Source: an optimization exercise on an open RTL-to-GDS flow (aim: small area, a short achievable clock period and few clock cycles). Production flows keep margins and buffers that such runs may drop. RTL that was checked went through simulation tests only; none was proved equivalent to the original.

==> module a2_add_b2, before the edit <==
module a2_add_b2(
	input 				clk 	,
	input 				rst_n	,
	input 		[7:0]	a		,
	input 		[7:0]	b		,
	input 				i_vld	,
	output				o_vld	,
	output		[7:0]	sqrt	,
	output		[15:0]  remain
);
	localparam CUT = 8;
	wire signed [7:0] sa = a;
	wire signed [7:0] sb = b;
	wire [15:0] s_in = sa*sa + sb*sb;
	wire [7:0] q_mid;
	wire [9:0] r_mid;
	wire [15:0] s_mid;
	sqrt #(.FIRST(0), .LAST(CUT)) u_front (
		.s(s_in), .q_in(8'd0), .r_in(10'd0), .q_out(q_mid), .r_out(r_mid));
	reg [7:0] q_r;
	reg [9:0] r_r;
	reg [15:0] s_r;
	reg vld_r;
	always @(posedge clk) begin
		q_r <= q_mid;
		r_r <= r_mid;
		s_r <= s_in;
	end
	always @(posedge clk or negedge rst_n) begin
		if (~rst_n) vld_r <= 1'b0;
		else        vld_r <= i_vld;
	end
	wire [7:0] q_end;
	wire [9:0] r_end;
	sqrt #(.FIRST(CUT), .LAST(8)) u_back (
		.s(s_r), .q_in(q_r), .r_in(r_r), .q_out(q_end), .r_out(r_end));
	assign o_vld  = vld_r;
	assign sqrt   = q_end;
	assign remain = {7'd0, r_end[8:0]};
endmodule
clock: 6.5 ns
lec_check: 0
cap_margin: 20
core_margin: 2
core_utilization: 40
place_density: 0.6
slew_margin: 20
run.sh (not shown) runs the stock make flow with config.mk's settings and CLKGATE_MAP_FILE= SYNTH_SCRIPT=/design/flow/synth_recipe.tcl, a recipe that flattens the netlist after the stock synthesis.
The starting point finished with setup timing left.
Rerun with:
--- a/flow/design.v
+++ b/flow/design.v
@@ -36,7 +36,7 @@
 	output		[7:0]	sqrt	,
 	output		[15:0]  remain
 );
-	localparam CUT = 8;
+	localparam CUT = 3;
 	wire signed [7:0] sa = a;
 	wire signed [7:0] sb = b;
 	wire [15:0] s_in = sa*sa + sb*sb;
The new run finished with setup timing left; cell area barely changes; wire length fell slightly; synthesized cell count rose slightly; flip-flop and latch count is unchanged; setup slack is better by 5.3 ns; final cell count fell slightly; utilization rose by 0.12 points.
No run of this note included a check of the RTL's function; only the layout flow was run.


Another version of the RTL of a2_add_b2 (not shown whole).
For scale: about 18 flip-flops, roughly 44 I/O pins.
==> module a2_add_b2, before the edit <==
module a2_add_b2(
	input 				clk 	,
	input 				rst_n	,
	input 		[7:0]	a		,
	input 		[7:0]	b		,
	input 				i_vld	,
	output				o_vld	,
	output		[7:0]	sqrt	,
	output		[15:0]  remain
);
	wire [15:0] s_in;
	sumsq u_sumsq (.a(a), .b(b), .s(s_in));
	wire [3:0] q4;
	wire [4:0] r4;
	sqtab u_tab (.h(s_in[15:8]), .q(q4), .r(r4));
	reg vld_r;
	reg [3:0] q_r;
	reg [4:0] r_r;
	reg [7:0] s_r;
	always @(posedge clk) begin
		q_r <= q4;
		r_r <= r4;
		s_r <= s_in[7:0];
	end
	always @(posedge clk or negedge rst_n) begin
		if (~rst_n) vld_r <= 1'b0;
		else        vld_r <= i_vld;
	end
	wire [3:0] p4 = q_r;
	wire [4:0] t4 = r_r;
	wire [5:0] p6;
	wire [6:0] t6;
	sq4 #(.J(4)) u_t4 (.q(p4), .r(t4), .s4(s_r[7:4]), .qn(p6), .rn(t6));
	wire [7:0] p8;
	wire [8:0] t8;
	sq4 #(.J(6)) u_t6 (.q(p6), .r(t6), .s4(s_r[3:0]), .qn(p8), .rn(t8));
	assign o_vld  = vld_r;
	assign sqrt   = p8;
	assign remain = {7'd0, t8[8:0]};
endmodule
Settings: LEC_CHECK=0, ABC_AREA=1, CAP_MARGIN=20, CORE_MARGIN=2, CORE_UTILIZATION=40, PLACE_DENSITY=0.6, SLEW_MARGIN=20; clock period 6.5 ns.
standard.sh (not shown) runs the stock make flow with config.mk's settings and CLKGATE_MAP_FILE= SYNTH_SCRIPT=/design/flow/synth_recipe.tcl, a recipe that flattens the netlist after the stock synthesis.
==> flow/flow/run.sh <==
#!/bin/bash
# The standard layout flow (standard.sh), with two changes:
#  - synthesis leaves adders as plain gates for ABC instead of mapping them
#    to the library's full- and half-adder cells (ADDER_MAP_FILE empty);
#  - the port buffers that placement inserts on every input and output are
#    sky130_fd_sc_hd__buf_2 cells.
# Registers, constraints and every other step are the standard ones.
set -o pipefail
bash standard.sh ADDER_MAP_FILE= "BUFFER_PORTS_ARGS=-buffer_cell sky130_fd_sc_hd__buf_2" finish > standard.log 2>&1
Edit:
--- a/flow/design.v
+++ b/flow/design.v
@@ -359,16 +359,22 @@
 	always @(posedge clk or negedge rst_n) begin
 		if (~rst_n) vld_r <= 1'b0;
 		else        vld_r <= i_vld;
 	end
 	wire [3:0] p4 = q_r;
 	wire [4:0] t4 = r_r;
+	wire [4:0] p5;
+	wire [5:0] t5;
+	sq2 #(.J(4)) u_t4 (.q(p4), .r(t4), .s2(s_r[7:6]), .qn(p5), .rn(t5));
 	wire [5:0] p6;
 	wire [6:0] t6;
-	sq4 #(.J(4)) u_t4 (.q(p4), .r(t4), .s4(s_r[7:4]), .qn(p6), .rn(t6));
+	sq2 #(.J(5)) u_t5 (.q(p5), .r(t5), .s2(s_r[5:4]), .qn(p6), .rn(t6));
+	wire [6:0] p7;
+	wire [7:0] t7;
+	sq2 #(.J(6)) u_t6 (.q(p6), .r(t6), .s2(s_r[3:2]), .qn(p7), .rn(t7));
 	wire [7:0] p8;
 	wire [8:0] t8;
-	sq4 #(.J(6)) u_t6 (.q(p6), .r(t6), .s4(s_r[3:0]), .qn(p8), .rn(t8));
+	sq2 #(.J(7)) u_t7 (.q(p7), .r(t7), .s2(s_r[1:0]), .qn(p8), .rn(t8));
 	assign o_vld  = vld_r;
 	assign sqrt   = p8;
 	assign remain = {7'd0, t8[8:0]};
 endmodule
Outcome:
- The new run ran to the end with no violations
- setup slack is worse by 0.29 ns
- clock-buffer cell count stays the same
- utilization rises by 1.5 points
- via count fell by 18%
- sequential cell count does not change
- routed wire length shrinks by about 21%
- die area shrinks by 20%
- design area went down by about 18%
Testbench counts after the change, summed over its fixed seeds: cycles 4,096.
No functional check of the RTL was part of the first run of this note.

[afterwards: timing with drivers on the ports]
The flow's constraints put no driver on any port. The routed layouts listed below were extracted and timed again, unchanged, in two steps.
Step 1: set_driving_cell puts a clkbuf_16 on clk and a buf_2 on each other input, an assumption about the parent block.
Step 2 also shifts input and output timing later by t, the mid clock arrival at the registers, as if the neighbouring blocks saw the same clock.
Slacks: no drivers / after step 1 / after step 2; pairs: no drivers / after step 1.
run	t, ns	setup slack, ns	hold slack, ns	worst slew at a driven data input, ns
the first run of note 1	0.286	-8.074 / -8.074 / -8.360	1.184 / 1.173 / 1.459	0.07
the second run of note 1	0.292	-2.774 / -2.812 / -2.520	1.188 / 1.174 / 1.466	0.05
the first run of note 2	0.283	1.000 / 0.967 / 1.250	0.808 / 0.798 / 1.081	0.06
the second run of note 2	0.286	0.709 / 0.675 / 0.961	0.806 / 0.793 / 1.079	0.03
The setup slack of the first run of note 1, which loses most, moves by 0.000 ns with the drivers and by -0.286 ns with both steps.
